What follows belongs to an exercise in optimizing a design on an open flow for small area; a production flow would make more cautious choices.
Only simulation tests tie the RTL to the original design; equivalence was not proved.

v15:
// fir_H
module fir_H(xIn,sample,clk,reset,yOut,mode);
input mode;
input sample, clk, reset;
input[15:0] xIn;
output reg[15:0] yOut;
	reg [495:0] ring;           
	reg [4:0] r;                
	reg [15:0] xb;              
	reg [4:0] ph;               
	reg [4:0] u;                
	reg [31:0] acc;
	wire start = sample & ~reset & (ph == 5'd0);
	wire busy = (ph != 5'd0);
	wire ins = busy & ((ph == r) | ((ph == 5'd31) & (r == 5'd0)));
	wire [15:0] fb = ins ? xb : ring[15:0];
	always @(posedge clk)
		ring <= {fb, ring[495:16]};
	always @(posedge clk)
		if (!busy) xb <= xIn;
	always @(posedge clk)
		if (reset) r <= 5'd0;
		else if (!(start | busy)) r <= (r == 5'd0) ? 5'd30 : r - 5'd1;
	wire [15:0] hn;
	wire [30:0] sel;
	genvar g;
	generate for (g = 0; g < 31; g = g + 1) begin : rd
		assign sel[g] = (r == g);
	end
	for (g = 0; g < 16; g = g + 1) begin : rb
		wire [30:0] d;
		genvar w;
		for (w = 0; w < 31; w = w + 1) begin : dw
			assign d[w] = ring[16*w + g];
		end
  ...
Size: about 1900 cells after synthesis, about 36 I/O pins, roughly 23000 µm² of cells after synthesis.
clock: 25.0 ns
lec_check: 0
cap_margin: 20
core_margin: 2
core_utilization: 60
slew_margin: 20
synth_hierarchical: 1
standard.sh (not shown) runs the stock make flow with config.mk's settings and CLKGATE_MAP_FILE= SYNTH_SCRIPT=/design/flow/synth_recipe.tcl, a recipe that flattens the netlist after the stock synthesis.
==> flow/flow/run.sh <==
#!/bin/bash
# Layout flow: the standard ORFS flow (standard.sh) with two changes:
#  - before the resizer's repair_design, every cell is set to its smallest
#    drive strength (flow/downsize.tcl); repair_design sizes up what needs it;
#  - clock tree synthesis without dummy loads (CTS_ARGS).
# make's output goes to standard.log; ORFS keeps each step's log in orfs/logs.
set -euo pipefail
here=$(pwd)
export PRE_RESIZE_TCL=$here/flow/downsize.tcl
export REMOVE_ABC_BUFFERS=1
export BUFFER_PORTS_ARGS="-buffer_cell sky130_fd_sc_hd__buf_1"
export CTS_ARGS="-sink_clustering_enable -repair_clock_nets -dont_use_dummy_load -sink_clustering_size 28 -sink_clustering_max_diameter 100"
bash standard.sh > standard.log 2>&1
==> flow/flow/downsize.tcl <==
# Before the resizer's repair_design (PRE_RESIZE hook): give every cell the
# smallest drive strength of its function.  Synthesis sizes cells for speed
# that this design, with its long clock period, does not need; repair_design
# then upsizes or buffers wherever slew, capacitance or fanout need it.
set db [ord::get_db]
set block [ord::get_db_block]
set dont_use $::env(DONT_USE_CELLS)
set count 0
foreach inst [$block getInsts] {
  set m [$inst getMaster]
  set name [$m getName]
  if { ![regexp {^(sky130_fd_sc_hd__[a-z0-9]+)_([0-9]+)$} $name -> base drive] } { continue }
  if { [$inst isFixed] } { continue }
  set best $m
  foreach d {0 1 2 3 4 6 8 12 16} {
    set cname ${base}_$d
    if { [lsearch -exact $dont_use $cname] >= 0 } { continue }
    set c [$db findMaster $cname]
    if { $c == "NULL" || $c == "" } { continue }
    if { [$c getWidth] < [$best getWidth] } { set best $c }
  }
  if { $best != $m } {
    set p1 [lsort [lmap t [$m getMTerms] {$t getName}]]
    set p2 [lsort [lmap t [$best getMTerms] {$t getName}]]
    if { $p1 eq $p2 } {
      $inst swapMaster $best
      incr count
    }
  }
}
puts "downsize: $count instances set to their smallest drive strength"
v15 went all the way through synthesis, placement and routing and the layout is clean on timing, DRC and antenna.
Input-level comparison between v1 and v15:
# v15
export LEC_CHECK = 0
export CAP_MARGIN = 20
export CORE_MARGIN = 2
export CORE_UTILIZATION = 60
export SLEW_MARGIN = 20
export SYNTH_HIERARCHICAL = 1
create_clock -name core_clock -period 25.0 [get_ports {clk}]
# v1
export LEC_CHECK = 0
export CAP_MARGIN = 5
export CORE_MARGIN = 2
export CORE_UTILIZATION = 60
export SLEW_MARGIN = 5
export SYNTH_HIERARCHICAL = 1
create_clock -name core_clock -period 25.0 [get_ports {clk}]
## What came out
- Fraction of area in registers across v1 and v15: no real change.
- Via count across v1 and v15: no real change.
- As far as number of global-route vias before repair is concerned, v1 and v15 perform about the same.
- Comparing v1 and v15, the higher met2 usage in global routing is on v15.
- On average via count per standard cell, v1 and v15 are basically level.
- Taking v15 as the reference point, the buffer and inverter count on the worst path of v1 rises by 1.
Edits applied to the flow inputs when going from v1 to v47:
# v1
export LEC_CHECK = 0
export CAP_MARGIN = 5
export CORE_MARGIN = 2
export CORE_UTILIZATION = 60
export SLEW_MARGIN = 5
export SYNTH_HIERARCHICAL = 1
create_clock -name core_clock -period 25.0 [get_ports {clk}]
# v47
export LEC_CHECK = 0
export CAP_MARGIN = 20
export CORE_MARGIN = 2
export CORE_UTILIZATION = 60
export GPL_TIMING_DRIVEN = 0
export SLEW_MARGIN = 20
export SYNTH_HIERARCHICAL = 1
create_clock -name core_clock -period 25.0 [get_ports {clk}]
[summary]
Per the final summary, v47 finished and its layout is clean on timing, DRC and antenna.
v1 went all the way through the flow, and no timing, DRC or antenna check failed.
Setup slack (higher): v47
v1 → v47: buffer count excluding the clock tree in the final layout now sits lower.
A end point of the critical path of acc[4] is what v1 shows, while acc[9] belongs to v47.
In v47 the fmax turned out about 0.6% higher than in v1.
Per the comparison of v47 with v1, via count ~0 delta.
Per the comparison of v47 with v1, post-detailed-routing wire length roughly the same, reg-to-reg setup timing slack now sits higher, met1 layer wirelength in the final routing increased by about 1.2% relative to the old numbers.
Inputs modified between v47 and v23:
# v47
export LEC_CHECK = 0
export CAP_MARGIN = 20
export CORE_MARGIN = 2
export CORE_UTILIZATION = 60
export GPL_TIMING_DRIVEN = 0
export SLEW_MARGIN = 20
export SYNTH_HIERARCHICAL = 1
create_clock -name core_clock -period 25.0 [get_ports {clk}]
# v23
export LEC_CHECK = 0
export CAP_MARGIN = 20
export CORE_MARGIN = 2
export CORE_UTILIZATION = 60
export SLEW_MARGIN = 20
export SYNTH_HIERARCHICAL = 1
create_clock -name core_clock -period 25.0 [get_ports {clk}]
--- a/flow/flow/downsize.tcl
+++ b/flow/flow/downsize.tcl
@@ -4,2 +4,13 @@
 # then upsizes or buffers wherever slew, capacitance or fanout need it.
+# Buffers that timing-driven global placement inserted are removed first.
+set pbufs {}
+foreach inst [[ord::get_db_block] getInsts] {
+  if { [string match "place*" [$inst getName]] && [[$inst getMaster] getName] != "" } {
+    lappend pbufs [sta::find_instance [$inst getName]]
+  }
+}
+if { [llength $pbufs] > 0 } {
+  remove_buffers $pbufs
+}
+puts "downsize: removed [llength $pbufs] placement buffers"
 set db [ord::get_db]
Notes after the runs:
Relative to v47, worst max-slew margin expressed relative to the limit decreased by 2.2 points in v23.
Compared with v47, v23 improves setup slack.
Between v23 and v47, it is v23 whose critical path depth is lower, by 1.
Data arrival time of the critical path was higher in the run labelled v47.
Relative to v47, initial antenna violation count has increased by 2 in v23.
In the final design statistics, v23 uses fewer standard cells in total than v47.
What v46 does differently from v23 at the input level:
# v23
export LEC_CHECK = 0
export CAP_MARGIN = 20
export CORE_MARGIN = 2
export CORE_UTILIZATION = 60
export SLEW_MARGIN = 20
export SYNTH_HIERARCHICAL = 1
create_clock -name core_clock -period 25.0 [get_ports {clk}]
# v46
export LEC_CHECK = 0
export CAP_MARGIN = 20
export CORE_MARGIN = 2
export CORE_UTILIZATION = 50
export SLEW_MARGIN = 20
export SYNTH_HIERARCHICAL = 1
create_clock -name core_clock -period 25.0 [get_ports {clk}]
--- a/flow/flow/downsize.tcl
+++ b/flow/flow/downsize.tcl
@@ -4,13 +4,2 @@
 # then upsizes or buffers wherever slew, capacitance or fanout need it.
-# Buffers that timing-driven global placement inserted are removed first.
-set pbufs {}
-foreach inst [[ord::get_db_block] getInsts] {
-  if { [string match "place*" [$inst getName]] && [[$inst getMaster] getName] != "" } {
-    lappend pbufs [sta::find_instance [$inst getName]]
-  }
-}
-if { [llength $pbufs] > 0 } {
-  remove_buffers $pbufs
-}
-puts "downsize: removed [llength $pbufs] placement buffers"
 set db [ord::get_db]
--- outcome ---
- The global-route usage in v46 sits 3.9 points below the value recorded for v23.
- Changes observed in v46 relative to v23: post-detailed-placement half-perimeter wirelength fell about 0.7%, final instance area shows a reduction of 1.4%, total detailed-routing wirelength saw an increase.
- | largest incremental delay on the critical path | lower: v23 |
- Sort v23 and v46 by synthesis-to-finish area growth, ascending, and v46 comes first.
- Summary of the comparison: die boundary width is higher in v46, relative to v23.
- v46 reached the end of the flow, and the finished layout is clean on the timing, design-rule and antenna checks.
- Register-to-register slack: v46 vs v23 down 0.30 ns
- Clock period minus worst slack (v46 over v23): increase, 0.41 ns
- As of v46, wire length per cell had fallen by a few percent compared to v23.

==> port drivers added, routing unchanged <==
Ports are ideal in the flow. The routed layouts listed here were re-timed in OpenROAD.
Step 1 (the two cells are an assumption about what drives the block):
set clk [get_ports {clk}]
set_driving_cell -lib_cell sky130_fd_sc_hd__clkbuf_16 $clk
set_driving_cell -lib_cell sky130_fd_sc_hd__buf_2 [delete_from_list [all_inputs] $clk]
Step 2 times the ports against the registers' clock, not the clock port: input delays grow and output delays shrink by t, the midpoint of the rising clock arrivals with the driver on.
Slacks: ideal / step 1 / step 2; pairs: ideal / step 1.
run | t (ns) | setup slack, ns | worst register clock-pin slew, ns | worst data-port slew with drivers (ns) | cell pins on the clock port's net
v15 | 0.618 | 5.611 / 5.638 / 5.020 | 0.11 / 0.11 | 0.06 | 1
v1 | 0.624 | 5.454 / 5.482 / 4.858 | 0.10 / 0.10 | 0.05 | 1
v47 | 0.611 | 5.572 / 5.605 / 4.994 | 0.11 / 0.11 | 0.07 | 1
v23 | 0.620 | 5.915 / 5.843 / 5.223 | 0.10 / 0.10 | 0.69 | 1
v46 | 0.630 | 5.509 / 5.545 / 4.915 | 0.11 / 0.11 | 0.05 | 1
After both steps every run listed still meets setup and hold. For v23, which loses most, drivers alone change the setup slack by -0.072 ns; drivers and shift together by -0.692 ns.
